Context: an optimization exercise on an open-source flow, tuned for small area, a short achievable clock period and few clock cycles. The choices shown serve that exercise and are no tape-out recipe. Only simulation tests tie the RTL to the original design; equivalence was not proved. Power and IR drop assume default switching activity.

==> flow/design.v <==
`timescale 1ns/100ps
`default_nettype none
module Milestone_1 (
		input logic Clock_50,
		input logic Resetn,
		input logic M1_Start,
		input logic [15:0] SRAM_read_data,
		output logic M1_Finish,
		output logic [15:0] M1_write_data,
		output logic [17:0] M1_address,
		output logic M1_we_n
);
localparam logic [17:0] U_BASE   = 18'd38400;
localparam logic [17:0] V_BASE   = 18'd57600;
localparam logic [17:0] RGB_BASE = 18'd146944;
logic        running;
logic [1:0]  fin_cnt;      
logic        fin_wait;
logic [2:0]  ph;           
logic [7:0]  kk;
logic        lin;          
logic [3:0]  li;           
logic [15:0] ypt;          
logic [16:0] wpt;          
logic ph0, ph1, ph2, ph3, ph4;
assign ph0 = (ph == 3'd0);
assign ph1 = (ph == 3'd1);
assign ph2 = (ph == 3'd2);
assign ph3 = (ph == 3'd3);
assign ph4 = (ph == 3'd4);
logic pair, wait_lead;
assign pair      = (kk >= 8'd2);
assign wait_lead = (kk == 8'd0);
logic l0, l2, l3, l4, l5, l6, l7, l8, l9, l10, l11;
assign l0  = lin & (li == 4'd0);
assign l2  = lin & (li == 4'd2);
assign l3  = lin & (li == 4'd3);
assign l4  = lin & (li == 4'd4);
assign l5  = lin & (li == 4'd5);
assign l6  = lin & (li == 4'd6);
assign l7  = lin & (li == 4'd7);
assign l8  = lin & (li == 4'd8);
assign l9  = lin & (li == 4'd9);
assign l10 = lin & (li == 4'd10);
assign l11 = lin & (li == 4'd11);
logic clamp;
assign clamp = (kk >= 8'd158);
logic is_write;
assign is_write = running & pair & (ph0 | ph1 | ph3);
logic uv_rd_slot;
assign uv_rd_slot = ph2 & (kk != 8'd0) & (kk <= 8'd155);
logic rd_u, rd_v, rd_y;
assign rd_u = l0 | l5 | (uv_rd_slot & kk[0]);
assign rd_v = l2 | l7 | ((kk == 8'd1) & ph1) | (uv_rd_slot & ~kk[0]);
assign rd_y = l9 | (ph4 & (kk != 8'd0) & (kk <= 8'd159));
logic [1:0] uv_off;
assign uv_off = (l0 | l2) ? 2'd0 : (l5 | l7) ? 2'd1 : 2'd2;
logic [17:0] uv_addr;
assign uv_addr = {3'd0, ypt[15:1]} + {2'd0, rd_v ? 8'd225 : 8'd150, 6'd0, uv_off};    
logic row_end, frame_end;
assign row_end   = (kk == 8'd161) & ph4;
assign frame_end = (kk == 8'd161) & ph3 & (ypt == 16'd38400);
always_ff @(posedge Clock_50 or negedge Resetn) begin
	if (!Resetn) begin
		running   <= 1'b0;
		fin_wait  <= 1'b0;
		fin_cnt   <= 2'd0;
		M1_Finish <= 1'b0;
		M1_we_n   <= 1'b1;
		ph        <= 3'd0;
		kk        <= 8'd0;
		lin       <= 1'b0;
		li        <= 4'd0;
		ypt       <= 16'd0;
		wpt       <= RGB_BASE[16:0];
	end else begin
		M1_we_n <= ~is_write;
		if (running) begin
			if (frame_end) begin
				running  <= 1'b0;
				fin_wait <= 1'b1;
			end
			if (row_end) begin
				ph <= 3'd0;
				kk <= 8'd0;
			end else if (wait_lead) begin
				if (l9) kk <= 8'd1;
			end else if (ph4) begin
				ph <= 3'd0;
				kk <= kk + 8'd1;
			end else begin
				ph <= ph + 3'd1;
			end
			if (frame_end) begin
				lin <= 1'b0;
			end else if ((kk == 8'd160) & ph1) begin
				lin <= 1'b1;
				li  <= 4'd0;
			end else if (lin) begin
				li <= li + 4'd1;
				if (li == 4'd11) lin <= 1'b0;
			end
			if (rd_y) ypt <= ypt + 16'd1;
			if (is_write) wpt <= wpt + 17'd1;
		end else if (fin_wait) begin
			fin_cnt <= fin_cnt + 2'd1;
			if (fin_cnt == 2'd1) begin
				M1_Finish <= 1'b1;
				fin_wait  <= 1'b0;
			end
		end else if (M1_Start & ~M1_Finish) begin
			running <= 1'b1;
			lin     <= 1'b1;
			li      <= 4'd0;
		end
	end
end
logic [2:0] ph_n;
always_comb begin
	if (~running | frame_end | row_end | ph4 | wait_lead)
		ph_n = 3'd0;
	else
		ph_n = ph + 3'd1;
end
logic sel_fv, sel_e, sel_w0, sel_w1, en_su, en_sv;
always_ff @(posedge Clock_50) begin
	sel_fv     <= (ph_n == 3'd2);
	en_su      <= (ph_n == 3'd2);
	en_sv      <= (ph_n == 3'd3);
	sel_e      <= (ph_n == 3'd3);
	sel_w0     <= (ph_n == 3'd0);
	sel_w1     <= (ph_n == 3'd1);
end
always_ff @(posedge Clock_50) begin
	if (is_write)
		M1_address <= {1'b1, wpt};
	else if (rd_u | rd_v)
		M1_address <= uv_addr;
	else
		M1_address <= {2'd0, ypt};
end
logic [7:0]  wu0, wu1, wu2, wu3, wu4, wu5;    
logic [7:0]  wv0, wv1, wv2, wv3, wv4, wv5;    
logic [7:0]  pend_h, pend_l;                   
logic [15:0] y_reg;
logic [8:0]  su, sv;                           
logic        nu, nv;                           
logic [7:0]  b0_reg;
wire [7:0] dh = SRAM_read_data[15:8];
wire [7:0] dl = SRAM_read_data[7:0];
logic shift_reg;    
assign shift_reg = pair & ph0;
logic sh_u, sh_v;
assign sh_u = shift_reg | l3 | l4 | l5 | l6 | l8 | l9;
assign sh_v = shift_reg | l5 | l6 | l7 | l8 | l10 | l11;
logic [7:0] u_in, v_in;
always_comb begin
	if (l3 | l8)
		u_in = dh;
	else if (l6 | l9)
		u_in = pend_h;
	else if (clamp | l4 | l5)
		u_in = wu5;
	else if (~kk[0])
		u_in = dh;
	else
		u_in = pend_h;
	if (l5 | l10)
		v_in = dh;
	else if (l8 | l11)
		v_in = pend_l;
	else if (clamp | l6 | l7)
		v_in = wv5;
	else if (~kk[0])
		v_in = pend_h;
	else
		v_in = pend_l;
end
logic ld_pend_h, ld_pend_l, pend_h_dl, pend_v2;
assign pend_v2   = (kk == 8'd1) & ph4;    
assign pend_h_dl = l3 | l8 | (shift_reg & ~kk[0]);
assign ld_pend_h = pend_h_dl | (shift_reg & kk[0]) | pend_v2;
assign ld_pend_l = l5 | l10 | (shift_reg & kk[0]) | pend_v2;
always_ff @(posedge Clock_50) begin
	if (ph2 & ~wait_lead) y_reg <= SRAM_read_data;
	if (sh_u) begin
		wu0 <= wu1; wu1 <= wu2; wu2 <= wu3; wu3 <= wu4; wu4 <= wu5; wu5 <= u_in;
	end
	if (sh_v) begin
		wv0 <= wv1; wv1 <= wv2; wv2 <= wv3; wv3 <= wv4; wv4 <= wv5; wv5 <= v_in;
	end
	if (ld_pend_h) pend_h <= pend_h_dl ? dl : dh;
	if (ld_pend_l) pend_l <= dl;
end
logic [7:0] f0, f1, f2, f3, f4, f5;
assign f0 = sel_fv ? wv0 : wu0;
assign f1 = sel_fv ? wv1 : wu1;
assign f2 = sel_fv ? wv2 : wu2;
assign f3 = sel_fv ? wv3 : wu3;
assign f4 = sel_fv ? wv4 : wu4;
assign f5 = sel_fv ? wv5 : wu5;
wire [8:0] fs1 = {1'b0, f0} + {1'b0, f5};
wire [8:0] fs2 = {1'b0, f1} + {1'b0, f4};
wire [8:0] fs3 = {1'b0, f2} + {1'b0, f3};
logic [9:0] fD13, fD12, fD32;
logic [8:0] fS3;
always_ff @(posedge Clock_50) begin
	fS3  <= fs3;
	fD13 <= {1'b0, fs1} - {1'b0, fs3};
	fD12 <= {1'b0, fs1} - {1'b0, fs2};
	fD32 <= {1'b0, fs3} - {1'b0, fs2};
end
wire [18:0] ftot;
wire ft_w1;
wire ft_w2;
wire ft_w3;
wire ft_w4;
wire ft_w5;
wire ft_w6;
wire ft_w7;
wire ft_w8;
wire ft_w9;
wire ft_w10;
wire ft_w11;
wire ft_w12;
wire ft_w13;
wire ft_w14;
wire ft_w15;
wire ft_w16;
wire ft_w17;
wire ft_w18;
wire ft_w19;
wire ft_w20;
wire ft_w21;
wire ft_w22;
wire ft_w23;
wire ft_w24;
wire ft_w25;
wire ft_w26;
wire ft_w27;
wire ft_w28;
wire ft_w29;
wire ft_w30;
wire ft_w31;
wire ft_w32;
wire ft_w33;
wire ft_w34;
wire ft_w35;
wire ft_w36;
wire ft_w37;
wire ft_w38;
wire ft_w39;
wire ft_w40;
wire ft_w41;
wire ft_w42;
wire ft_w43;
wire ft_w44;
wire ft_w45;
wire ft_w46;
wire ft_w47;
wire ft_w48;
wire ft_w49;
wire ft_w50;
wire ft_w51;
wire ft_w52;
wire ft_w53;
wire ft_w54;
wire ft_w55;
wire ft_w56;
wire ft_w57;
wire ft_w58;
wire ft_w59;
wire ft_w60;
wire ft_w61;
wire ft_w62;
wire ft_w63;
wire ft_w64;
wire ft_w65;
wire ft_w66;
assign {ft_w2, ft_w1} = fD12[5] + fD12[3];
assign {ft_w4, ft_w3} = fD13[8] + fD12[6] + fD12[4];
assign {ft_w6, ft_w5} = fD32[3] + fS3[1];
assign {ft_w8, ft_w7} = fD12[7] + fD12[5] + fD32[4];
assign {ft_w10, ft_w9} = fS3[2] + fD13[9];
assign {ft_w12, ft_w11} = fD12[6] + fD32[5] + fS3[3];
assign {ft_w14, ft_w13} = {~fD13[9]} + {~fD12[8]};
assign {ft_w16, ft_w15} = fD12[7] + fD32[6] + fS3[4];
assign {ft_w18, ft_w17} = fD12[8] + {~fD12[9]};
assign {ft_w20, ft_w19} = fD32[7] + fS3[5];
assign {ft_w22, ft_w21} = fD32[8] + fS3[6];
assign {ft_w24, ft_w23} = fD13[5] + fD12[3];
assign {ft_w26, ft_w25} = fD13[6] + fD12[4] + fD12[2];
assign {ft_w28, ft_w27} = fD32[2] + fS3[0] + ft_w1;
assign {ft_w30, ft_w29} = fD13[7] + ft_w2 + ft_w3;
assign {ft_w32, ft_w31} = ft_w4 + ft_w6 + ft_w7;
assign {ft_w34, ft_w33} = ft_w8 + ft_w10 + ft_w11;
assign {ft_w36, ft_w35} = ft_w12 + ft_w14 + ft_w15;
assign {ft_w38, ft_w37} = ft_w16 + ft_w18 + ft_w19;
assign {ft_w40, ft_w39} = fD12[8] + ft_w20 + ft_w21;
assign {ft_w42, ft_w41} = fS3[7] + ft_w22;
assign {ft_w44, ft_w43} = fD13[4] + fD12[2];
assign {ft_w46, ft_w45} = fD12[1] + fD32[0] + ft_w23;
assign {ft_w48, ft_w47} = fD32[1] + ft_w24 + ft_w25;
assign {ft_w50, ft_w49} = ft_w26 + ft_w27 + {~fD13[7]};
assign {ft_w52, ft_w51} = ft_w5 + ft_w28 + ft_w29;
assign {ft_w54, ft_w53} = ft_w9 + ft_w30 + ft_w31;
assign {ft_w56, ft_w55} = ft_w13 + ft_w32 + ft_w33;
assign {ft_w58, ft_w57} = ft_w17 + ft_w34 + ft_w35;
assign {ft_w60, ft_w59} = ft_w36 + ft_w37 + {~fD12[8]};
assign {ft_w62, ft_w61} = ft_w38 + ft_w39 + {~fD12[9]};
assign {ft_w64, ft_w63} = ft_w40 + ft_w41 + {~fD32[9]};
assign {ft_w66, ft_w65} = ft_w42 + {~fS3[8]};
wire [18:0] ft_ra = {{~fS3[8]}, {~fS3[8]}, {~fS3[8]}, ft_w64, ft_w62, ft_w60, ft_w58, ft_w56, ft_w54, ft_w52, ft_w50, ft_w48, ft_w46, ft_w44, fD12[0], fD13[3], fD13[2], fD13[1], fD13[0]};
wire [18:0] ft_rb = {1'b0, 1'b0, ft_w66, ft_w65, ft_w63, ft_w61, ft_w59, ft_w57, ft_w55, ft_w53, ft_w51, ft_w49, ft_w47, ft_w45, ft_w43, fD12[1], fD12[0], 1'b0, 1'b0};
assign ftot = ft_ra + ft_rb;
always_ff @(posedge Clock_50) begin
	if (en_su) begin
		su <= ftot[16:8];
		nu <= ftot[18];
	end
	if (en_sv) begin
		sv <= ftot[16:8];
		nv <= ftot[18];
	end
end
logic [7:0] ly;
logic [8:0] lu, lv;
logic [10:0] ly5, lu3, lv3;    
logic       lnu, lnv, hnu, hnv;
wire [7:0] ly_n = sel_e ? y_reg[15:8] : y_reg[7:0];
wire [8:0] lu_n = sel_e ? {1'b0, wu2} : su;
wire [8:0] lv_n = sel_e ? {1'b0, wv2} : sv;
always_ff @(posedge Clock_50) begin
	ly  <= ly_n;
	lu  <= lu_n;
	lv  <= lv_n;
	ly5 <= {1'b0, ly_n, 2'b00} + {3'b000, ly_n};
	lu3 <= {1'b0, lu_n, 1'b0} + {2'b00, lu_n};
	lv3 <= {1'b0, lv_n, 1'b0} + {2'b00, lv_n};
	lnu <= ~sel_e & nu;
	lnv <= ~sel_e & nv;
	hnu <= lnu;
	hnv <= lnv;
end
logic pnu, pnv;
assign pnu = hnu;
assign pnv = hnv;
wire [20:0] r_lsum;
wire rlo_w1;
wire rlo_w2;
wire rlo_w3;
wire rlo_w4;
wire rlo_w5;
wire rlo_w6;
wire rlo_w7;
wire rlo_w8;
wire rlo_w9;
wire rlo_w10;
wire rlo_w11;
wire rlo_w12;
wire rlo_w13;
wire rlo_w14;
wire rlo_w15;
wire rlo_w16;
wire rlo_w17;
wire rlo_w18;
wire rlo_w19;
wire rlo_w20;
wire rlo_w21;
wire rlo_w22;
wire rlo_w23;
wire rlo_w24;
wire rlo_w25;
wire rlo_w26;
wire rlo_w27;
wire rlo_w28;
wire rlo_w29;
wire rlo_w30;
wire rlo_w31;
wire rlo_w32;
wire rlo_w33;
wire rlo_w34;
wire rlo_w35;
wire rlo_w36;
wire rlo_w37;
wire rlo_w38;
wire rlo_w39;
wire rlo_w40;
wire rlo_w41;
wire rlo_w42;
wire rlo_w43;
wire rlo_w44;
wire rlo_w45;
wire rlo_w46;
wire rlo_w47;
wire rlo_w48;
wire rlo_w49;
wire rlo_w50;
wire rlo_w51;
wire rlo_w52;
wire rlo_w53;
wire rlo_w54;
wire rlo_w55;
wire rlo_w56;
wire rlo_w57;
wire rlo_w58;
wire rlo_w59;
wire rlo_w60;
wire rlo_w61;
wire rlo_w62;
wire rlo_w63;
wire rlo_w64;
wire rlo_w65;
wire rlo_w66;
wire rlo_w67;
wire rlo_w68;
wire rlo_w69;
wire rlo_w70;
wire rlo_w71;
wire rlo_w72;
wire rlo_w73;
wire rlo_w74;
wire rlo_w75;
wire rlo_w76;
assign {rlo_w2, rlo_w1} = lv[0] + lv[3];
assign {rlo_w4, rlo_w3} = lv[1] + lv[4] + lv3[8];
assign {rlo_w6, rlo_w5} = lv[2] + lv[5] + lv3[9];
assign {rlo_w8, rlo_w7} = ly[1] + lv[3] + lv[6];
assign {rlo_w10, rlo_w9} = ly[2] + ly5[0] + lv[4];
assign {rlo_w12, rlo_w11} = ly5[1] + lv[5] + lv[8];
assign {rlo_w14, rlo_w13} = ly[4] + ly5[2] + lv[6];
assign {rlo_w16, rlo_w15} = ly[5] + ly5[3];
assign {rlo_w18, rlo_w17} = ly[6] + ly5[4] + lv[8];
assign {rlo_w20, rlo_w19} = ly[7] + ly5[5] + lv3[1];
assign {rlo_w22, rlo_w21} = ly[1] + ly5[6] + lv3[2];
assign {rlo_w24, rlo_w23} = lv3[7] + ly[5];
assign {rlo_w26, rlo_w25} = rlo_w2 + rlo_w3 + {~ly[6]};
assign {rlo_w28, rlo_w27} = rlo_w4 + rlo_w5 + {~ly[7]};
assign {rlo_w30, rlo_w29} = lv3[10] + ly[0] + rlo_w6;
assign {rlo_w32, rlo_w31} = lv[7] + lv3[0] + rlo_w8;
assign {rlo_w34, rlo_w33} = lv3[1] + rlo_w10 + rlo_w11;
assign {rlo_w36, rlo_w35} = lv3[2] + ly[3] + rlo_w12;
assign {rlo_w38, rlo_w37} = lv[7] + lv3[3] + rlo_w14;
assign {rlo_w40, rlo_w39} = lv3[0] + lv3[4] + rlo_w16;
assign {rlo_w42, rlo_w41} = lv3[5] + rlo_w18 + rlo_w19;
assign {rlo_w44, rlo_w43} = lv3[6] + ly[0] + rlo_w20;
assign {rlo_w46, rlo_w45} = lv3[3] + {~ly[1]};
assign {rlo_w48, rlo_w47} = lv[0] + lv3[4] + {~ly[2]};
assign {rlo_w50, rlo_w49} = lv[1] + lv3[5] + {~ly[3]};
assign {rlo_w52, rlo_w51} = lv[2] + lv3[6] + ly[4];
assign {rlo_w54, rlo_w53} = rlo_w1 + rlo_w23 + {~ly[4]};
assign {rlo_w56, rlo_w55} = rlo_w24 + rlo_w25 + {~ly[5]};
assign {rlo_w58, rlo_w57} = rlo_w26 + rlo_w27 + {~ly[0]};
assign {rlo_w60, rlo_w59} = rlo_w7 + rlo_w28 + rlo_w29;
assign {rlo_w62, rlo_w61} = rlo_w9 + rlo_w30 + rlo_w31;
assign {rlo_w64, rlo_w63} = rlo_w32 + rlo_w33 + {~ly[3]};
assign {rlo_w66, rlo_w65} = rlo_w13 + rlo_w34 + rlo_w35;
assign {rlo_w68, rlo_w67} = rlo_w15 + rlo_w36 + rlo_w37;
assign {rlo_w70, rlo_w69} = rlo_w17 + rlo_w38 + rlo_w39;
assign {rlo_w72, rlo_w71} = rlo_w40 + rlo_w41 + {~ly[0]};
assign {rlo_w74, rlo_w73} = rlo_w21 + rlo_w42 + rlo_w43;
assign {rlo_w76, rlo_w75} = rlo_w22 + rlo_w44;
wire [20:0] rlo_ra = {1'b0, rlo_w76, rlo_w74, rlo_w72, rlo_w70, rlo_w68, rlo_w66, rlo_w64, rlo_w62, rlo_w60, rlo_w58, rlo_w56, rlo_w54, rlo_w52, rlo_w50, rlo_w48, rlo_w46, {~ly[0]}, lv3[2], lv3[1], lv3[0]};
wire [20:0] rlo_rb = {1'b0, 1'b0, rlo_w75, rlo_w73, rlo_w71, rlo_w69, rlo_w67, rlo_w65, rlo_w63, rlo_w61, rlo_w59, rlo_w57, rlo_w55, rlo_w53, rlo_w51, rlo_w49, rlo_w47, rlo_w45, ly[0], 1'b0, 1'b0};
assign r_lsum = rlo_ra + rlo_rb;
logic [2:0] r_cy;
always_ff @(posedge Clock_50) r_cy <= r_lsum[20:18];
logic [1:0] r_lb;
always_ff @(posedge Clock_50) r_lb <= r_lsum[17:16];
wire [8:0] r_hpre;
wire rhi_w1;
wire rhi_w2;
wire rhi_w3;
wire rhi_w4;
wire rhi_w5;
wire rhi_w6;
wire rhi_w7;
wire rhi_w8;
wire rhi_w9;
wire rhi_w10;
wire rhi_w11;
wire rhi_w12;
wire rhi_w13;
wire rhi_w14;
wire rhi_w15;
wire rhi_w16;
wire rhi_w17;
wire rhi_w18;
wire rhi_w19;
wire rhi_w20;
assign {rhi_w2, rhi_w1} = ly[2] + ly5[7];
assign {rhi_w4, rhi_w3} = ly[3] + ly5[8] + lv3[4];
assign {rhi_w6, rhi_w5} = ly[4] + ly5[9] + lv3[5];
assign {rhi_w8, rhi_w7} = ly[5] + ly5[10] + lv3[6];
assign {rhi_w10, rhi_w9} = lv3[3] + lv3[7];
assign {rhi_w12, rhi_w11} = lv3[8] + rhi_w2 + rhi_w3;
assign {rhi_w14, rhi_w13} = lv3[9] + rhi_w4 + rhi_w5;
assign {rhi_w16, rhi_w15} = lv3[10] + rhi_w6 + rhi_w7;
assign {rhi_w18, rhi_w17} = ly[6] + lv3[7] + rhi_w8;
assign {rhi_w20, rhi_w19} = ly[7] + lv3[8];
wire [8:0] rhi_ra = {1'b0, lv3[10], lv3[9], rhi_w18, rhi_w16, rhi_w14, rhi_w12, rhi_w10, rhi_w1};
wire [8:0] rhi_rb = {1'b0, 1'b0, rhi_w20, rhi_w19, rhi_w17, rhi_w15, rhi_w13, rhi_w11, rhi_w9};
assign r_hpre = rhi_ra + rhi_rb;
logic [8:0] r_hreg;
always_ff @(posedge Clock_50) r_hreg <= r_hpre;
wire [8:0] r_hsum = r_hreg + {6'd0, r_cy} + 9'd456;
wire [10:0] r_sum = {r_hsum, r_lb};
wire [18:0] g_lsum;
wire glo_w1;
wire glo_w2;
wire glo_w3;
wire glo_w4;
wire glo_w5;
wire glo_w6;
wire glo_w7;
wire glo_w8;
wire glo_w9;
wire glo_w10;
wire glo_w11;
wire glo_w12;
wire glo_w13;
wire glo_w14;
wire glo_w15;
wire glo_w16;
wire glo_w17;
wire glo_w18;
wire glo_w19;
wire glo_w20;
wire glo_w21;
wire glo_w22;
wire glo_w23;
wire glo_w24;
wire glo_w25;
wire glo_w26;
wire glo_w27;
wire glo_w28;
wire glo_w29;
wire glo_w30;
wire glo_w31;
wire glo_w32;
wire glo_w33;
wire glo_w34;
wire glo_w35;
wire glo_w36;
wire glo_w37;
wire glo_w38;
wire glo_w39;
wire glo_w40;
wire glo_w41;
wire glo_w42;
wire glo_w43;
wire glo_w44;
wire glo_w45;
wire glo_w46;
wire glo_w47;
wire glo_w48;
wire glo_w49;
wire glo_w50;
wire glo_w51;
wire glo_w52;
wire glo_w53;
wire glo_w54;
wire glo_w55;
wire glo_w56;
wire glo_w57;
wire glo_w58;
wire glo_w59;
wire glo_w60;
wire glo_w61;
wire glo_w62;
wire glo_w63;
wire glo_w64;
wire glo_w65;
wire glo_w66;
wire glo_w67;
wire glo_w68;
wire glo_w69;
wire glo_w70;
wire glo_w71;
wire glo_w72;
wire glo_w73;
wire glo_w74;
wire glo_w75;
wire glo_w76;
wire glo_w77;
wire glo_w78;
wire glo_w79;
wire glo_w80;
wire glo_w81;
wire glo_w82;
wire glo_w83;
wire glo_w84;
wire glo_w85;
wire glo_w86;
wire glo_w87;
wire glo_w88;
wire glo_w89;
wire glo_w90;
wire glo_w91;
wire glo_w92;
assign {glo_w2, glo_w1} = ly[3] + ly5[1];
assign {glo_w4, glo_w3} = ly5[2] + {~lu[3]} + {~lu3[0]};
assign {glo_w6, glo_w5} = ly5[3] + ly[4] + {~lu[4]};
assign {glo_w8, glo_w7} = ly[6] + ly5[4] + ly[5];
assign {glo_w10, glo_w9} = ly[4] + {~lu3[3]};
assign {glo_w12, glo_w11} = ly[5] + {~lu3[4]} + {~lv[2]};
assign {glo_w14, glo_w13} = ly[6] + lu3[5] + lv[3];
assign {glo_w16, glo_w15} = {~ly[7]} + {~lu3[6]};
assign {glo_w18, glo_w17} = ly[1] + ly[0] + {~lu[0]};
assign {glo_w20, glo_w19} = ly5[0] + {~lu[1]} + {~lu3[8]};
assign {glo_w22, glo_w21} = ly[2] + glo_w1 + {~lu[2]};
assign {glo_w24, glo_w23} = {~lu3[9]} + {~lv[0]};
assign {glo_w26, glo_w25} = glo_w2 + glo_w3 + {~lu3[10]};
assign {glo_w28, glo_w27} = lv[1] + lv[8] + ly[4];
assign {glo_w30, glo_w29} = glo_w4 + glo_w5 + {~lu3[1]};
assign {glo_w32, glo_w31} = lv[2] + lv3[0] + ly[5];
assign {glo_w34, glo_w33} = glo_w6 + glo_w7 + {~lu[5]};
assign {glo_w36, glo_w35} = lu3[2] + lv[3] + lv3[1];
assign {glo_w38, glo_w37} = ly[1] + {~lu3[0]};
assign {glo_w40, glo_w39} = ly[2] + lu3[1] + lv[4];
assign {glo_w42, glo_w41} = ly[3] + {~lu3[2]} + {~lv[0]};
assign {glo_w44, glo_w43} = glo_w9 + {~lv[1]} + {~lv[6]};
assign {glo_w46, glo_w45} = glo_w10 + glo_w11 + {~lv[7]};
assign {glo_w48, glo_w47} = glo_w12 + {~lv[8]} + {~ly[5]};
assign {glo_w50, glo_w49} = glo_w15 + {~lv[4]} + {~ly[0]};
assign {glo_w52, glo_w51} = glo_w16 + glo_w17 + {~lu3[7]};
assign {glo_w54, glo_w53} = glo_w18 + glo_w19 + {~lv[6]};
assign {glo_w56, glo_w55} = glo_w20 + glo_w21 + glo_w23;
assign {glo_w58, glo_w57} = glo_w22 + glo_w24 + glo_w25;
assign {glo_w60, glo_w59} = glo_w26 + glo_w29 + {~glo_w28};
assign {glo_w62, glo_w61} = glo_w30 + glo_w33 + {~glo_w32};
assign {glo_w64, glo_w63} = glo_w8 + glo_w34;
assign {glo_w66, glo_w65} = glo_w37 + {~lv[3]};
assign {glo_w68, glo_w67} = glo_w38 + {~ly[1]} + {~glo_w39};
assign {glo_w70, glo_w69} = glo_w41 + {~lv[5]} + {~glo_w40};
assign {glo_w72, glo_w71} = glo_w42 + glo_w43 + {~ly[3]};
assign {glo_w74, glo_w73} = glo_w44 + glo_w45 + {~ly[4]};
assign {glo_w76, glo_w75} = glo_w46 + glo_w47 + {~glo_w13};
assign {glo_w78, glo_w77} = glo_w48 + glo_w49 + {~glo_w14};
assign {glo_w80, glo_w79} = glo_w50 + glo_w51 + {~lv[5]};
assign {glo_w82, glo_w81} = glo_w52 + glo_w53 + {~ly[2]};
assign {glo_w84, glo_w83} = glo_w54 + glo_w55 + {~lv[7]};
assign {glo_w86, glo_w85} = glo_w56 + glo_w57 + {~glo_w27};
assign {glo_w88, glo_w87} = glo_w58 + glo_w59 + {~glo_w31};
assign {glo_w90, glo_w89} = glo_w60 + glo_w61 + {~glo_w35};
assign {glo_w92, glo_w91} = glo_w62 + glo_w63 + {~glo_w36};
wire [18:0] glo_ra = {1'b0, glo_w64, glo_w90, glo_w88, glo_w86, glo_w84, glo_w82, glo_w80, glo_w78, glo_w76, glo_w74, glo_w72, glo_w70, glo_w68, glo_w66, {~ly[0]}, ly[0], {~lv[1]}, lv[0]};
wire [18:0] glo_rb = {1'b0, glo_w92, glo_w91, glo_w89, glo_w87, glo_w85, glo_w83, glo_w81, glo_w79, glo_w77, glo_w75, glo_w73, glo_w71, glo_w69, glo_w67, glo_w65, {~lv[2]}, {~lv[0]}, 1'b0};
assign g_lsum = glo_ra + glo_rb;
logic [2:0] g_cy;
always_ff @(posedge Clock_50) g_cy <= g_lsum[18:16];
wire [10:0] g_hpre;
wire ghi_w1;
wire ghi_w2;
wire ghi_w3;
wire ghi_w4;
wire ghi_w5;
wire ghi_w6;
wire ghi_w7;
wire ghi_w8;
wire ghi_w9;
wire ghi_w10;
wire ghi_w11;
wire ghi_w12;
wire ghi_w13;
wire ghi_w14;
wire ghi_w15;
wire ghi_w16;
wire ghi_w17;
wire ghi_w18;
wire ghi_w19;
wire ghi_w20;
wire ghi_w21;
wire ghi_w22;
wire ghi_w23;
wire ghi_w24;
wire ghi_w25;
wire ghi_w26;
wire ghi_w27;
wire ghi_w28;
wire ghi_w29;
wire ghi_w30;
wire ghi_w31;
wire ghi_w32;
wire ghi_w33;
wire ghi_w34;
wire ghi_w35;
wire ghi_w36;
wire ghi_w37;
wire ghi_w38;
wire ghi_w39;
wire ghi_w40;
wire ghi_w41;
wire ghi_w42;
wire ghi_w43;
wire ghi_w44;
wire ghi_w45;
wire ghi_w46;
wire ghi_w47;
wire ghi_w48;
wire ghi_w49;
wire ghi_w50;
wire ghi_w51;
wire ghi_w52;
wire ghi_w53;
wire ghi_w54;
wire ghi_w55;
wire ghi_w56;
wire ghi_w57;
wire ghi_w58;
wire ghi_w59;
wire ghi_w60;
assign {ghi_w2, ghi_w1} = ly[0] + ly[7];
assign {ghi_w4, ghi_w3} = ly[1] + ly5[6];
assign {ghi_w6, ghi_w5} = ly[2] + ly5[7];
assign {ghi_w8, ghi_w7} = ly5[5] + ghi_w1 + {~lu[6]};
assign {ghi_w10, ghi_w9} = ghi_w2 + ghi_w3 + {~lu[7]};
assign {ghi_w12, ghi_w11} = {~lu3[4]} + {~lv[5]};
assign {ghi_w14, ghi_w13} = ghi_w4 + ghi_w5 + {~lu[8]};
assign {ghi_w16, ghi_w15} = lu3[5] + lv[6] + lv3[4];
assign {ghi_w18, ghi_w17} = ly[3] + ly5[8] + ghi_w6;
assign {ghi_w20, ghi_w19} = lu3[6] + lv[7] + lv3[5];
assign {ghi_w22, ghi_w21} = ly[4] + ly5[9] + {~lu3[7]};
assign {ghi_w24, ghi_w23} = {~lv[8]} + {~lv3[6]};
assign {ghi_w26, ghi_w25} = ly[5] + ly5[10] + {~lu3[8]};
assign {ghi_w28, ghi_w27} = ghi_w7 + {~lu3[3]};
assign {ghi_w30, ghi_w29} = ghi_w8 + ghi_w9 + ghi_w11;
assign {ghi_w32, ghi_w31} = ghi_w10 + ghi_w12 + ghi_w13;
assign {ghi_w34, ghi_w33} = ghi_w14 + ghi_w17 + {~ghi_w16};
assign {ghi_w36, ghi_w35} = ghi_w18 + ghi_w21 + ghi_w23;
assign {ghi_w38, ghi_w37} = ghi_w22 + ghi_w24 + ghi_w25;
assign {ghi_w40, ghi_w39} = ly[6] + ghi_w26 + {~lu3[9]};
assign {ghi_w42, ghi_w41} = ly[7] + {~lu3[10]};
assign {ghi_w44, ghi_w43} = ghi_w27 + {~lv[4]};
assign {ghi_w46, ghi_w45} = ghi_w28 + ghi_w29 + {~lv3[3]};
assign {ghi_w48, ghi_w47} = ghi_w30 + ghi_w31 + {~ghi_w15};
assign {ghi_w50, ghi_w49} = ghi_w32 + ghi_w33 + {~ghi_w19};
assign {ghi_w52, ghi_w51} = ghi_w34 + ghi_w35 + {~ghi_w20};
assign {ghi_w54, ghi_w53} = ghi_w36 + ghi_w37 + {~lv3[7]};
assign {ghi_w56, ghi_w55} = ghi_w38 + ghi_w39 + {~lv3[8]};
assign {ghi_w58, ghi_w57} = ghi_w40 + ghi_w41 + {~lv3[9]};
assign {ghi_w60, ghi_w59} = ghi_w42 + {~lv3[10]};
wire [10:0] ghi_ra = {1'b0, ghi_w60, ghi_w58, ghi_w56, ghi_w54, ghi_w52, ghi_w50, ghi_w48, ghi_w46, ghi_w44, {~lv3[2]}};
wire [10:0] ghi_rb = {1'b0, 1'b0, ghi_w59, ghi_w57, ghi_w55, ghi_w53, ghi_w51, ghi_w49, ghi_w47, ghi_w45, ghi_w43};
assign g_hpre = ghi_ra + ghi_rb;
logic [10:0] g_hreg;
always_ff @(posedge Clock_50) g_hreg <= g_hpre;
wire [10:0] g_hsum = g_hreg + {8'd0, g_cy} + 11'd1375;
wire [10:0] g_sum = g_hsum;
wire [20:0] b_lsum;
wire blo_w1;
wire blo_w2;
wire blo_w3;
wire blo_w4;
wire blo_w5;
wire blo_w6;
wire blo_w7;
wire blo_w8;
wire blo_w9;
wire blo_w10;
wire blo_w11;
wire blo_w12;
wire blo_w13;
wire blo_w14;
wire blo_w15;
wire blo_w16;
wire blo_w17;
wire blo_w18;
wire blo_w19;
wire blo_w20;
wire blo_w21;
wire blo_w22;
wire blo_w23;
wire blo_w24;
wire blo_w25;
wire blo_w26;
wire blo_w27;
wire blo_w28;
wire blo_w29;
wire blo_w30;
wire blo_w31;
wire blo_w32;
wire blo_w33;
wire blo_w34;
wire blo_w35;
wire blo_w36;
wire blo_w37;
wire blo_w38;
wire blo_w39;
wire blo_w40;
wire blo_w41;
wire blo_w42;
wire blo_w43;
wire blo_w44;
wire blo_w45;
wire blo_w46;
wire blo_w47;
wire blo_w48;
wire blo_w49;
wire blo_w50;
wire blo_w51;
wire blo_w52;
wire blo_w53;
wire blo_w54;
wire blo_w55;
wire blo_w56;
wire blo_w57;
wire blo_w58;
wire blo_w59;
wire blo_w60;
wire blo_w61;
wire blo_w62;
wire blo_w63;
wire blo_w64;
wire blo_w65;
wire blo_w66;
wire blo_w67;
wire blo_w68;
wire blo_w69;
wire blo_w70;
wire blo_w71;
wire blo_w72;
wire blo_w73;
wire blo_w74;
wire blo_w75;
wire blo_w76;
wire blo_w77;
wire blo_w78;
wire blo_w79;
wire blo_w80;
wire blo_w81;
wire blo_w82;
wire blo_w83;
wire blo_w84;
wire blo_w85;
wire blo_w86;
wire blo_w87;
wire blo_w88;
wire blo_w89;
wire blo_w90;
wire blo_w91;
wire blo_w92;
assign {blo_w2, blo_w1} = lu[0] + lu3[4];
assign {blo_w4, blo_w3} = lu[1] + lu3[5] + lu3[8];
assign {blo_w6, blo_w5} = lu[2] + lu3[6] + lu3[9];
assign {blo_w8, blo_w7} = lu[0] + lu[3] + lu3[7];
assign {blo_w10, blo_w9} = lu3[10] + ly[0];
assign {blo_w12, blo_w11} = ly5[0] + lu[1] + lu[4];
assign {blo_w14, blo_w13} = lu3[8] + ly[1] + {~ly[2]};
assign {blo_w16, blo_w15} = ly[3] + ly5[1] + lu[2];
assign {blo_w18, blo_w17} = lu[5] + lu3[9] + ly[2];
assign {blo_w20, blo_w19} = ly[4] + ly5[2] + lu[3];
assign {blo_w22, blo_w21} = lu[6] + lu3[10];
assign {blo_w24, blo_w23} = ly[5] + ly5[3] + lu[4];
assign {blo_w26, blo_w25} = ly[6] + ly5[4];
assign {blo_w28, blo_w27} = ly[7] + ly5[5];
assign {blo_w30, blo_w29} = ly5[6] + lu[0] + lu[7];
assign {blo_w32, blo_w31} = lu3[0] + lu3[3];
assign {blo_w34, blo_w33} = lu3[1] + lu3[4];
assign {blo_w36, blo_w35} = lu3[2] + lu3[5];
assign {blo_w38, blo_w37} = lu3[3] + lu3[6];
assign {blo_w40, blo_w39} = lu3[7] + ly[5] + blo_w1;
assign {blo_w42, blo_w41} = blo_w2 + blo_w3 + {~ly[6]};
assign {blo_w44, blo_w43} = blo_w4 + blo_w5 + {~ly[7]};
assign {blo_w46, blo_w45} = blo_w6 + blo_w7 + blo_w9;
assign {blo_w48, blo_w47} = blo_w8 + blo_w10 + blo_w11;
assign {blo_w50, blo_w49} = blo_w12 + blo_w14 + blo_w15;
assign {blo_w52, blo_w51} = blo_w16 + blo_w18 + blo_w19;
assign {blo_w54, blo_w53} = lu[7] + blo_w20 + blo_w22;
assign {blo_w56, blo_w55} = lu[5] + lu[8] + blo_w24;
assign {blo_w58, blo_w57} = lu[6] + blo_w26 + blo_w27;
assign {blo_w60, blo_w59} = ly[0] + blo_w28 + blo_w29;
assign {blo_w62, blo_w61} = blo_w31 + {~ly[1]};
assign {blo_w64, blo_w63} = blo_w32 + blo_w33 + {~ly[2]};
assign {blo_w66, blo_w65} = blo_w34 + blo_w35 + {~ly[3]};
assign {blo_w68, blo_w67} = ly[4] + blo_w36 + blo_w37;
assign {blo_w70, blo_w69} = blo_w38 + blo_w39 + {~ly[4]};
assign {blo_w72, blo_w71} = blo_w40 + blo_w41 + {~ly[5]};
assign {blo_w74, blo_w73} = blo_w42 + blo_w43 + {~ly[0]};
assign {blo_w76, blo_w75} = blo_w44 + blo_w45 + {~ly[1]};
assign {blo_w78, blo_w77} = blo_w13 + blo_w46 + blo_w47;
assign {blo_w80, blo_w79} = blo_w17 + blo_w48 + blo_w49;
assign {blo_w82, blo_w81} = blo_w21 + blo_w50 + blo_w51;
assign {blo_w84, blo_w83} = blo_w23 + blo_w52 + blo_w53;
assign {blo_w86, blo_w85} = blo_w25 + blo_w54 + blo_w55;
assign {blo_w88, blo_w87} = blo_w56 + blo_w57 + {~ly[0]};
assign {blo_w90, blo_w89} = blo_w58 + blo_w59 + {~ly[1]};
assign {blo_w92, blo_w91} = ly[1] + blo_w30 + blo_w60;
wire [20:0] blo_ra = {1'b0, blo_w92, blo_w90, blo_w88, blo_w86, blo_w84, blo_w82, blo_w80, blo_w78, blo_w76, blo_w74, blo_w72, blo_w70, blo_w68, blo_w66, blo_w64, blo_w62, {~ly[0]}, lu3[2], lu3[1], lu3[0]};
wire [20:0] blo_rb = {1'b0, 1'b0, blo_w91, blo_w89, blo_w87, blo_w85, blo_w83, blo_w81, blo_w79, blo_w77, blo_w75, blo_w73, blo_w71, blo_w69, blo_w67, blo_w65, blo_w63, blo_w61, ly[0], 1'b0, 1'b0};
assign b_lsum = blo_ra + blo_rb;
logic [2:0] b_cy;
always_ff @(posedge Clock_50) b_cy <= b_lsum[20:18];
logic [1:0] b_lb;
always_ff @(posedge Clock_50) b_lb <= b_lsum[17:16];
wire [8:0] b_hpre;
wire bhi_w1;
wire bhi_w2;
wire bhi_w3;
wire bhi_w4;
wire bhi_w5;
wire bhi_w6;
wire bhi_w7;
wire bhi_w8;
wire bhi_w9;
wire bhi_w10;
wire bhi_w11;
wire bhi_w12;
wire bhi_w13;
wire bhi_w14;
wire bhi_w15;
wire bhi_w16;
wire bhi_w17;
wire bhi_w18;
wire bhi_w19;
wire bhi_w20;
assign {bhi_w2, bhi_w1} = ly[2] + ly5[7];
assign {bhi_w4, bhi_w3} = ly[3] + ly5[8];
assign {bhi_w6, bhi_w5} = ly[4] + ly5[9];
assign {bhi_w8, bhi_w7} = ly[5] + ly5[10];
assign {bhi_w10, bhi_w9} = lu[1] + lu[8];
assign {bhi_w12, bhi_w11} = lu[2] + bhi_w2 + bhi_w3;
assign {bhi_w14, bhi_w13} = lu[3] + bhi_w4 + bhi_w5;
assign {bhi_w16, bhi_w15} = lu[4] + bhi_w6 + bhi_w7;
assign {bhi_w18, bhi_w17} = ly[6] + lu[5] + bhi_w8;
assign {bhi_w20, bhi_w19} = ly[7] + lu[6];
wire [8:0] bhi_ra = {1'b0, lu[8], lu[7], bhi_w18, bhi_w16, bhi_w14, bhi_w12, bhi_w10, bhi_w1};
wire [8:0] bhi_rb = {1'b0, 1'b0, bhi_w20, bhi_w19, bhi_w17, bhi_w15, bhi_w13, bhi_w11, bhi_w9};
assign b_hpre = bhi_ra + bhi_rb;
logic [8:0] b_hreg;
always_ff @(posedge Clock_50) b_hreg <= b_hpre;
wire [8:0] b_hsum = b_hreg + {6'd0, b_cy} + 9'd442;
wire [10:0] b_sum = {b_hsum, b_lb};
function automatic [7:0] clip(input logic [10:0] s, input logic neg);
	if (neg | s[10])
		clip = 8'd0;
	else if (|s[9:8])
		clip = 8'd255;
	else
		clip = s[7:0];
endfunction
logic [7:0] r_px, g_px, b_px;
assign r_px = clip(r_sum, pnv);
assign g_px = clip(g_sum, pnu | pnv);
assign b_px = clip(b_sum, pnu);
always_ff @(posedge Clock_50) begin
	b0_reg <= b_px;
	if (sel_w0)
		M1_write_data <= {r_px, g_px};
	else if (sel_w1)
		M1_write_data <= {b0_reg, r_px};
	else
		M1_write_data <= {g_px, b_px};
end
endmodule
==> flow/flow/run.sh <==
#!/bin/bash
# Standard layout with two changes to how it is made (the clock period and
# constraints stay the design's): timing repair aims for extra setup slack,
# and the port buffers are plain buffers (buf_2) rather than the resizer's
# default pick.
set -euo pipefail
MARGIN=${MARGIN:-8.5}
bash standard.sh SETUP_SLACK_MARGIN=$MARGIN "BUFFER_PORTS_ARGS=-buffer_cell sky130_fd_sc_hd__buf_2" finish > standard_flow.log 2>&1
==> flow/standard.sh <==
#!/bin/bash
# synth_recipe.tcl (not shown) runs the flow's synth.tcl, then flattens the netlist and writes it again
# the make line also repeats each setting of config.mk as NAME=value (left out here)
make -C /OpenROAD-flow-scripts/flow DESIGN_CONFIG=/design/flow/config.mk WORK_HOME=/design/flow/orfs CLKGATE_MAP_FILE= SYNTH_SCRIPT=/design/flow/synth_recipe.tcl "${@:-finish}"
==> flow/config.mk <==
export PLATFORM = sky130hd
export DESIGN_NAME = Milestone_1
export DESIGN_NICKNAME = Milestone_1
export VERILOG_FILES = /design/flow/design.v
export SDC_FILE = /design/flow/constraint.sdc
export NUM_CORES = 4
export LEC_CHECK = 0
export CAP_MARGIN = 20
export CORE_MARGIN = 2
export CORE_UTILIZATION = 40
export PLACE_DENSITY = 0.6
export SLEW_MARGIN = 20
==> flow/constraint.sdc <==
create_clock -name core_clock -period 12.0 [get_ports {Clock_50}]
set_input_delay 2.4000 -clock core_clock [delete_from_list [all_inputs] [get_ports {Clock_50}]]
set_output_delay 2.4000 -clock core_clock [all_outputs]
set_load 0.01 [all_outputs]
==> results of run 1 <==
==> logic make-up after synthesis <==
family,Yosys count,share of synthesized area (%)
AOI/OAI and AO/OA,368,9.85
xor gates and xnor gates,149,5.27
adders and majority gates,438,27.4
buffers and inverters,450,6.98
DFF,387,38.4
muxes,102,4.53
and+or+nand+nor,374,7.59
==> Yosys cell counts, types with 12 or more instances <==
master and n:
sky130_fd_sc_hd__nand4_1 16, sky130_fd_sc_hd__ha_1 263, sky130_fd_sc_hd__dfxtp_1 184, sky130_fd_sc_hd__xnor2_1 99, sky130_fd_sc_hd__buf_2 12, sky130_fd_sc_hd__nand3_1 27
sky130_fd_sc_hd__clkbuf_1 14, sky130_fd_sc_hd__a21oi_1 96, sky130_fd_sc_hd__o221ai_1 20, sky130_fd_sc_hd__and3_1 12, sky130_fd_sc_hd__nor3_1 21, sky130_fd_sc_hd__mux2_2 81
sky130_fd_sc_hd__a31oi_1 15, sky130_fd_sc_hd__nor2_1 94, sky130_fd_sc_hd__mux2i_1 21, sky130_fd_sc_hd__nor2b_1 34, sky130_fd_sc_hd__o21bai_1 24, sky130_fd_sc_hd__inv_1 413
sky130_fd_sc_hd__o21a_1 17, sky130_fd_sc_hd__fa_1 175, sky130_fd_sc_hd__o21ai_0 80, sky130_fd_sc_hd__nand2b_1 16, sky130_fd_sc_hd__xor2_1 50, sky130_fd_sc_hd__a21o_1 43
sky130_fd_sc_hd__nand2_1 109, sky130_fd_sc_hd__edfxtp_1 148, sky130_fd_sc_hd__dfrtp_1 49
==> timing repair <==
item	CTS	global route
endpoints found under the setup margin	47	45
setup buffers	45	13
resized for setup	71	45
endpoints found under the hold margin	0	0
pin swaps	46	29
==> per-stage QoR <==
stage / power (mW) / instances
after global routing: 3.49 / 3222
after detailed placement: 1.99 / 3086
final: 3.31 / 3222
after floorplan: 1.85 / 2268
after global placement: 1.97 / 3086
after CTS: 3.32 / 3209
==> area by class of cell <==
cell class                 count  area [um^2]
clock buffer                  61         1210
clock inverter                17          133
fill                        5669        33100
inverter                     416         1580
multi-input combinational   1431        14000
sequential                   387         9590
tap                          790          988
timing repair buffer         120          865
==> how the worst min path moves through the flow <==
stage,startpoint,end,cells after the start
after floorplan,lnu$_DFF_P_,hnu$_DFF_P_,0
after global placement,lnu$_DFF_P_,hnu$_DFF_P_,0
after detailed placement,lnu$_DFF_P_,hnu$_DFF_P_,0
after CTS,lnu$_DFF_P_,hnu$_DFF_P_,0
after global routing,lnu$_DFF_P_,hnu$_DFF_P_,0
final,lnu$_DFF_P_,hnu$_DFF_P_,0
==> routing by layer <==
layer | vias up | routed length [um]
met1 | 7984 | 26300
met4 | 0 | 1480
met5 | - | 0
met2 | 298 | 26400
li1 | 7823 | -
met3 | 82 | 2470
==> where the power goes <==
part	internal [mW]	switching (mW)
combinational	0.314	0.347
clock	0.713	0.545
sequential	1.38	0.0150
==> worst register-to-register path, stage by stage, from the launching register on <==
cell	delay, ns
sky130_fd_sc_hd__dfxtp_4	0.37
sky130_fd_sc_hd__inv_2	0.04
sky130_fd_sc_hd__fa_1	0.52
sky130_fd_sc_hd__inv_1	0.05
sky130_fd_sc_hd__fa_1	0.47
sky130_fd_sc_hd__inv_1	0.05
sky130_fd_sc_hd__fa_1	0.45
sky130_fd_sc_hd__fa_1	0.50
sky130_fd_sc_hd__inv_2	0.05
sky130_fd_sc_hd__ha_4	0.26
sky130_fd_sc_hd__o21a_1	0.13
sky130_fd_sc_hd__o21ai_2	0.05
sky130_fd_sc_hd__a31o_2	0.22
sky130_fd_sc_hd__a21oi_2	0.17
sky130_fd_sc_hd__a21o_1	0.18
sky130_fd_sc_hd__xor2_1	0.15
==> impl_metrics.xml, run 1 <==
<?xml version="1.0" encoding="UTF-8"?>
<metrics>
  <group name="status">
    <metric name="status" unit="">finished clean</metric>
  </group>
  <group name="routing">
    <metric name="drc" unit="">0</metric>
    <metric name="dr_total_vias" unit="">16200</metric>
    <metric name="ant_nets" unit="">0</metric>
    <metric name="post_drt_wl_per_cell" unit="um">17.6</metric>
    <metric name="drtIter0Drc" unit="">820</metric>
    <metric name="drt_wl_total" unit="um">56600</metric>
    <metric name="route.detailed.vias_per_inst" unit="">5.02</metric>
    <metric name="firstDrtPassIters" unit="">5</metric>
  </group>
  <group name="finish">
    <metric name="flow.area_growth_from_synthesis" unit="%">14.5</metric>
    <metric name="layout-drive-gt1-share" unit="%">17.5</metric>
    <metric name="registers.top_by_ff_count" unit="">M1_address</metric>
    <metric name="num_antenna_cells" unit="">0</metric>
    <metric name="num-nets-final" unit="">2856</metric>
    <metric name="post-route-util" unit="%">46.1</metric>
    <metric name="final_common_cell" unit="">sky130_fd_sc_hd__inv_1</metric>
    <metric name="largest_register_ff_count" unit="">18</metric>
    <metric name="design_area" unit="um^2">28400</metric>
    <metric name="largest_registers" unit="">M1_address (18), wpt (17)</metric>
    <metric name="final_cell_mix" unit="">sky130_fd_sc_hd__inv_1 (403), sky130_fd_sc_hd__ha_1 (252), sky130_fd_sc_hd__fa_1 (168)</metric>
  </group>
  <group name="timing">
    <metric name="tightestPinTransition" unit="ns">0.761</metric>
    <metric name="finalSetupViolations" unit="">0</metric>
    <metric name="min_period" unit="ns">3.72</metric>
    <metric name="hold_ws" unit="ns">0.326</metric>
    <metric name="post-route-worst-setup-slack" unit="ns">8.28</metric>
    <metric name="timing.fmax" unit="GHz">0.269</metric>
    <metric name="hold_violations" unit="">0</metric>
    <metric name="period_share" unit="%">31.0</metric>
    <metric name="max_slew_margin" unit="%">49.3</metric>
    <metric name="unrepaired_setup_endpoints_after_global_routing" unit="">true</metric>
    <metric name="final.setup_skew" unit="ns">0.0237</metric>
    <metric name="report.final.slew_viol_count" unit="">0</metric>
    <metric name="fin_tns_setup" unit="ns">0</metric>
  </group>
  <group name="pwr">
    <metric name="power_density" unit="nW/um^2">117</metric>
    <metric name="cellLeakagePower" unit="nW">12.8</metric>
    <metric name="max-vdd-ir-drop" unit="V">0.000121</metric>
  </group>
  <group name="critical_path">
    <metric name="timing.critical_path.from" unit="">ly5[2]$_DFF_P_</metric>
    <metric name="worst_r2r_endpoint" unit="">g_cy[1]$_DFF_P_</metric>
    <metric name="timing.critical_path.to" unit="">g_cy[1]$_DFF_P_</metric>
    <metric name="ff2ff_setup_slack" unit="ns">8.28</metric>
    <metric name="worstPathBufferInverterCount" unit="">4</metric>
    <metric name="worstPathArrival" unit="ns">4.24</metric>
    <metric name="cp_max_fo" unit="">2</metric>
    <metric name="ff2ff_path_depth" unit="">15</metric>
    <metric name="cpMaxStageDelayCell" unit="">sky130_fd_sc_hd__fa_1</metric>
    <metric name="worstPathRequired" unit="ns">12.52</metric>
    <metric name="timing.rr.start" unit="">ly5[2]$_DFF_P_</metric>
    <metric name="cp_endpoint_kind" unit="">flip-flop</metric>
    <metric name="worstSetupPathDepth" unit="">15</metric>
    <metric name="cpLargestDelayFamily" unit="">adder cells</metric>
    <metric name="cp_slowest_stage_delay" unit="ns">0.52</metric>
    <metric name="most_used_cell_along_the_critical_path" unit="">sky130_fd_sc_hd__fa_1</metric>
    <metric name="timing.critical_path.cells" unit="">inv_2, fa_1, inv_1, fa_1, inv_1, fa_1, fa_1, inv_2, ha_4, o21a_1, o21ai_2, a31o_2, a21oi_2, a21o_1, xor2_1</metric>
    <metric name="critPathLaunchType" unit="">flip-flop</metric>
    <metric name="worst-setup-path-type" unit="">flip-flop to flip-flop</metric>
  </group>
  <group name="global_route">
    <metric name="antenna_found_initial" unit="">1</metric>
    <metric name="grt_busiest_layer" unit="">met2</metric>
    <metric name="track_usage" unit="%">18.1</metric>
    <metric name="globalRoute.totalOverflow" unit="">0</metric>
    <metric name="grt_pass1_vias" unit="">17000</metric>
    <metric name="largest_net_degree_at_the_start_of_global_routing" unit="">56</metric>
    <metric name="groute.layer.met3.usage" unit="%">2.57</metric>
    <metric name="grt_first_pass_wirelength" unit="um">90400</metric>
    <metric name="grt_util_met1" unit="%">24.8</metric>
    <metric name="use_met2" unit="%">29.8</metric>
  </group>
  <group name="yosys">
    <metric name="synth-warning-count" unit="">1</metric>
    <metric name="synth_top_area_share" unit="%">17.9</metric>
    <metric name="synthTopCellsByArea" unit="">sky130_fd_sc_hd__edfxtp_1 (18%), sky130_fd_sc_hd__dfxtp_1 (15%), sky130_fd_sc_hd__fa_1 (14%)</metric>
    <metric name="synth_area" unit="um^2">24800</metric>
    <metric name="synth_area_per_cell" unit="um^2">10.9</metric>
    <metric name="yosysSeqAreaShare" unit="%">38.4</metric>
    <metric name="synth-async-reset-ratio" unit="%">14.2</metric>
    <metric name="synth_edf_count" unit="">148</metric>
    <metric name="netlist-cell-type-count" unit="">94</metric>
    <metric name="postSynth.topFlopCell" unit="">sky130_fd_sc_hd__dfxtp_1</metric>
    <metric name="synth-seq-cells" unit="">387</metric>
    <metric name="synthesis.instances" unit="">2268</metric>
    <metric name="mappedNetlistNets" unit="">2725</metric>
    <metric name="post-synth-top-area-cell" unit="">sky130_fd_sc_hd__edfxtp_1</metric>
  </group>
  <group name="clock_network">
    <metric name="cts_tree" unit="">yes</metric>
    <metric name="cts.htree.levels" unit="">2</metric>
    <metric name="cts_buffers" unit="">43</metric>
    <metric name="clock_sink_count" unit="">387</metric>
    <metric name="cts.hold.buffers_added" unit="">0</metric>
    <metric name="cts.path.max_buffers" unit="">3</metric>
    <metric name="worstSkewPairLatency" unit="ns">0.58</metric>
    <metric name="clk_pin_slew_worst_paths" unit="ns">0.07</metric>
    <metric name="cts_root_buf" unit="">sky130_fd_sc_hd__clkbuf_16</metric>
  </group>
  <group name="die">
    <metric name="chip_width" unit="um">253</metric>
    <metric name="std_cell_rows" unit="">91</metric>
    <metric name="core_area" unit="um^2">61500</metric>
    <metric name="die_area" unit="um^2">64000</metric>
    <metric name="boundaryPins" unit="">55</metric>
    <metric name="fp.dieH" unit="um">253</metric>
    <metric name="start_util" unit="%">40.3</metric>
  </group>
  <group name="flow_run">
    <metric name="cap_viol_max_count" unit="">0</metric>
  </group>
  <group name="placed_design">
    <metric name="place_congestion" unit="">0.889</metric>
    <metric name="dpl.hpwl" unit="um">43600</metric>
    <metric name="detailed_place.area" unit="um^2">26100</metric>
    <metric name="detailedPlace.worstSlack" unit="ns">8.02</metric>
    <metric name="port-buffer-count" unit="">54</metric>
  </group>
  <group name="worst_hold_path">
    <metric name="min-delay-path-class" unit="">flip-flop to flip-flop</metric>
  </group>
</metrics>
Testbench counts, summed over its fixed seeds: cycles 774,760.
==> run 2: changes to the inputs <==
--- a/flow/flow/run.sh
+++ b/flow/flow/run.sh
@@ -5,4 +5,4 @@
 # default pick.
 set -euo pipefail
-MARGIN=${MARGIN:-8.5}
+MARGIN=${MARGIN:-8.4}
 bash standard.sh SETUP_SLACK_MARGIN=$MARGIN "BUFFER_PORTS_ARGS=-buffer_cell sky130_fd_sc_hd__buf_2" finish > standard_flow.log 2>&1
==> run 2 against run 1 <==
  * Still clean
  * Worst hold slack improved by 0.014 ns
  * Setup slack better by 0.023 ns
  * Register-to-register slack better by 0.02 ns
  * Final cell count did not move
  * Clock skew up 0.016 ns
  * Combinational power increased by 2%
  * Critical path type unchanged
  * Largest power group unchanged
==> impl_metrics.xml, run 2 <==
<?xml version="1.0" encoding="UTF-8"?>
<metrics>
  <group name="pwr">
    <metric name="max-vdd-ir-drop" unit="V">0.000131</metric>
    <metric name="power_density" unit="nW/um^2">120</metric>
    <metric name="cellLeakagePower" unit="nW">12.9</metric>
  </group>
  <group name="finish">
    <metric name="num_antenna_cells" unit="">0</metric>
    <metric name="seq_cell_area" unit="um^2">9590</metric>
    <metric name="num-nets-final" unit="">2854</metric>
    <metric name="fillerInstances" unit="">5614</metric>
    <metric name="final_cell_mix" unit="">sky130_fd_sc_hd__inv_1 (401), sky130_fd_sc_hd__ha_1 (246), sky130_fd_sc_hd__fa_1 (168)</metric>
    <metric name="registers.top_by_ff_count" unit="">M1_address</metric>
    <metric name="multi_input_combinational_cell_area" unit="um^2">14100</metric>
    <metric name="flow.area_growth_from_synthesis" unit="%">15.6</metric>
    <metric name="layout-drive-gt1-share" unit="%">17.9</metric>
    <metric name="largest_register_ff_count" unit="">18</metric>
    <metric name="final_common_cell" unit="">sky130_fd_sc_hd__inv_1</metric>
    <metric name="largest_registers" unit="">M1_address (18), wpt (17)</metric>
  </group>
  <group name="critical_path">
    <metric name="worstPathRequired" unit="ns">12.50</metric>
    <metric name="critPathLaunchType" unit="">flip-flop</metric>
    <metric name="worstPathArrival" unit="ns">4.20</metric>
    <metric name="cp_endpoint_kind" unit="">flip-flop</metric>
    <metric name="cp_max_fo" unit="">2</metric>
    <metric name="ff2ff_setup_slack" unit="ns">8.30</metric>
    <metric name="timing.rr.start" unit="">ly5[2]$_DFF_P_</metric>
    <metric name="timing.critical_path.from" unit="">ly5[2]$_DFF_P_</metric>
    <metric name="worst-setup-path-type" unit="">flip-flop to flip-flop</metric>
    <metric name="ff2ff_path_depth" unit="">15</metric>
    <metric name="worst_r2r_endpoint" unit="">g_cy[1]$_DFF_P_</metric>
  </group>
  <group name="timing">
    <metric name="min_period" unit="ns">3.70</metric>
    <metric name="report.final.slew_viol_count" unit="">0</metric>
    <metric name="final.setup_skew" unit="ns">0.0394</metric>
    <metric name="finalSetupViolations" unit="">0</metric>
    <metric name="period_share" unit="%">30.8</metric>
    <metric name="unrepaired_setup_endpoints_after_global_routing" unit="">true</metric>
    <metric name="hold_violations" unit="">0</metric>
    <metric name="tightestPinTransition" unit="ns">0.784</metric>
    <metric name="timing.fmax" unit="GHz">0.270</metric>
    <metric name="fin_tns_setup" unit="ns">0</metric>
    <metric name="max_slew_margin" unit="%">47.7</metric>
    <metric name="hold_ws" unit="ns">0.340</metric>
  </group>
  <group name="routing">
    <metric name="firstDrtPassIters" unit="">5</metric>
    <metric name="ant_nets" unit="">0</metric>
    <metric name="post_drt_wl_per_cell" unit="um">17.8</metric>
    <metric name="dr_total_vias" unit="">16100</metric>
    <metric name="route.detailed.vias_per_inst" unit="">5.00</metric>
    <metric name="drtIter0Drc" unit="">763</metric>
    <metric name="drt_wl_total" unit="um">57200</metric>
    <metric name="drc" unit="">0</metric>
  </group>
  <group name="worst_hold_path">
    <metric name="hold_start" unit="">lnv$_DFF_P_</metric>
    <metric name="hold_depth" unit="">0</metric>
    <metric name="min-delay-path-class" unit="">flip-flop to flip-flop</metric>
    <metric name="worst_hold_path.endpoint" unit="">hnv$_DFF_P_</metric>
  </group>
  <group name="yosys">
    <metric name="synth-warning-count" unit="">1</metric>
    <metric name="synth_top_area_share" unit="%">17.9</metric>
    <metric name="synth_most_common_cell" unit="">sky130_fd_sc_hd__inv_1</metric>
    <metric name="yosysSeqAreaShare" unit="%">38.4</metric>
    <metric name="synth-seq-cells" unit="">387</metric>
    <metric name="synth_area_per_cell" unit="um^2">10.9</metric>
    <metric name="post-synth-top-area-cell" unit="">sky130_fd_sc_hd__edfxtp_1</metric>
    <metric name="synth_edf_count" unit="">148</metric>
    <metric name="synth-async-reset-ratio" unit="%">14.2</metric>
    <metric name="synthTopCellsByArea" unit="">sky130_fd_sc_hd__edfxtp_1 (18%), sky130_fd_sc_hd__dfxtp_1 (15%), sky130_fd_sc_hd__fa_1 (14%)</metric>
    <metric name="synth_area" unit="um^2">24800</metric>
    <metric name="mappedNetlistNets" unit="">2725</metric>
    <metric name="postSynth.topFlopCell" unit="">sky130_fd_sc_hd__dfxtp_1</metric>
    <metric name="netlist-cell-type-count" unit="">94</metric>
    <metric name="synthesis.instances" unit="">2268</metric>
    <metric name="ys_top_cells_by_count" unit="">sky130_fd_sc_hd__inv_1 (413), sky130_fd_sc_hd__ha_1 (263), sky130_fd_sc_hd__dfxtp_1 (184)</metric>
  </group>
  <group name="die">
    <metric name="fp.dieH" unit="um">253</metric>
    <metric name="die_area" unit="um^2">64000</metric>
    <metric name="chip_width" unit="um">253</metric>
    <metric name="core_area" unit="um^2">61500</metric>
    <metric name="start_util" unit="%">40.3</metric>
    <metric name="boundaryPins" unit="">55</metric>
    <metric name="std_cell_rows" unit="">91</metric>
  </group>
  <group name="global_route">
    <metric name="grt_first_pass_wirelength" unit="um">91200</metric>
    <metric name="globalRoute.totalOverflow" unit="">0</metric>
    <metric name="track_usage" unit="%">18.3</metric>
    <metric name="antenna_found_initial" unit="">1</metric>
    <metric name="largest_net_degree_at_the_start_of_global_routing" unit="">56</metric>
    <metric name="grt_pass1_vias" unit="">16900</metric>
  </group>
  <group name="flow_run">
    <metric name="cap_viol_max_count" unit="">0</metric>
  </group>
  <group name="placed_design">
    <metric name="place_congestion" unit="">0.907</metric>
    <metric name="dpl.hpwl" unit="um">44000</metric>
    <metric name="port-buffer-count" unit="">54</metric>
  </group>
  <group name="clock_network">
    <metric name="clock_sink_count" unit="">387</metric>
    <metric name="cts.hold.buffers_added" unit="">0</metric>
    <metric name="cts.htree.levels" unit="">2</metric>
    <metric name="cts_buffers" unit="">43</metric>
    <metric name="cts_tree" unit="">yes</metric>
    <metric name="clk_pin_slew_worst_paths" unit="ns">0.06</metric>
    <metric name="cts.path.max_buffers" unit="">3</metric>
    <metric name="worstSkewPairLatency" unit="ns">0.60</metric>
    <metric name="cts_root_buf" unit="">sky130_fd_sc_hd__clkbuf_16</metric>
  </group>
  <group name="status">
    <metric name="status" unit="">finished clean</metric>
  </group>
</metrics>
## run 2: cell types whose count changed in the layout (fill, tap and decap cells not counted), moves of 3 or more
cell and change:
sky130_fd_sc_hd__buf_4 -7, sky130_fd_sc_hd__a21oi_2 -7, sky130_fd_sc_hd__xnor2_2 +4, sky130_fd_sc_hd__bufinv_16 +5, sky130_fd_sc_hd__ha_4 +5, sky130_fd_sc_hd__clkbuf_1 -6
sky130_fd_sc_hd__xnor2_1 -5, sky130_fd_sc_hd__ha_1 -6, sky130_fd_sc_hd__clkinvlp_4 +3, sky130_fd_sc_hd__a21oi_1 +6
## run 2: power by group
group	total (mW)	leakage (nW)	internal [mW]	switching [mW]
registers	1.39	3.58	1.38	0.0158
logic	0.673	8.61	0.326	0.347
clock network	1.38	0.731	0.811	0.565
## run 2: logic make-up after synthesis
group / Yosys count / share of synthesized area [%]
and+or+nand+nor: 374 / 7.59
adders and majority gates: 438 / 27.4
AOI/OAI and AO/OA: 368 / 9.85
DFF: 387 / 38.4
xor gates and xnor gates: 149 / 5.27
muxes: 102 / 4.53
buffers and inverters: 450 / 6.98
## run 2: area by class of cell
type,instances,area share [%]
Sequential cell,387,33.5
Clock inverter,26,1.14
Timing Repair Buffer,118,3.18
Inverter,416,5.51
Clock buffer,54,4.08
Tap cell,790,3.45
Multi-Input combinational cell,1431,49.2
## run 2: worst max-delay path: stages (launching register included)
cell and delay, ns:
sky130_fd_sc_hd__dfxtp_4 0.38, sky130_fd_sc_hd__inv_2 0.04, sky130_fd_sc_hd__fa_1 0.52, sky130_fd_sc_hd__inv_1 0.05, sky130_fd_sc_hd__fa_1 0.47, sky130_fd_sc_hd__inv_1 0.05, sky130_fd_sc_hd__fa_1 0.45, sky130_fd_sc_hd__fa_1 0.51
sky130_fd_sc_hd__inv_2 0.05, sky130_fd_sc_hd__ha_4 0.26, sky130_fd_sc_hd__o21a_1 0.11, sky130_fd_sc_hd__o21ai_1 0.06, sky130_fd_sc_hd__a31o_2 0.22, sky130_fd_sc_hd__a21oi_2 0.16, sky130_fd_sc_hd__a21o_1 0.16, sky130_fd_sc_hd__xor2_1 0.14
## run 2: worst max path at each step
stage / to / cells past startpoint / slack [ns]
detailed placement: g_cy[2]$_DFF_P_ / 15 / 7.95
finish: g_cy[1]$_DFF_P_ / 15 / 8.30
CTS: sv[8]$_DFFE_PP_ / 13 / 8.28
floorplan: g_cy[1]$_DFF_P_ / 14 / 8.33
global route: g_hreg[9]$_DFF_P_ / 13 / 8.18
global placement: g_cy[2]$_DFF_P_ / 15 / 7.92
## run 2: per-stage QoR
stage,total power [mW],area (um^2),cells,util (%),setup WS [ns]
2_1_floorplan,1.84,24900,2268,-,8.33
3_3_place_gp,1.96,26000,3086,42.3,7.92
3_5_place_dp,1.97,26000,3086,42.3,7.95
4_1_cts,3.43,28100,3204,45.7,8.28
5_1_grt,3.61,28600,3222,46.6,8.18
6_report,3.44,28600,3222,46.6,8.30
## run 2: timing repair
action	CTS	global route
endpoints found under the hold margin	0	0
pin swaps	46	48
gates cloned	1	1
setup buffers	37	17
endpoints found under the setup margin	43	43
gates resized for setup	63	76
## run 2: per-layer routing
metal / track usage, % / vias up / part of all wire (%)
met4: 5.00 / 2 / 2.3
li1: - / 7847 / -
met5: 0 / - / 0.023
met2: 30.2 / 274 / 47
met3: 2.84 / 85 / 4.0
met1: 25.0 / 7912 / 46

==> port drivers added, routing unchanged <==
No port has a modelled driver above. Below, the same layouts with a new extraction and two added sets of constraints. Step 1 sets driving cells, clkbuf_16 on the clock port and buf_2 on the other inputs (assumed; they add their load-dependent delay and slew). Step 2, shift: input delay + t, output delay - t, t = (earliest + latest rising clock arrival at the registers) / 2. This alone moves slack from input paths to output paths. Three values: ideal, step 1, step 2; two values: the first two.
run	t, ns	setup slack, ns	worst setup path at the end	worst slew at a driven data input, ns	cell pins on the clock port's net
run 1	0.631	8.277 / 8.277 / 8.277	register to register	0.03	1
run 2	0.639	8.299 / 8.299 / 8.237	input to register	0.03	1
After both steps setup and hold are still met in every run listed. For run 2, which loses most, drivers alone change the setup slack by 0.000 ns; drivers and shift together by -0.062 ns.
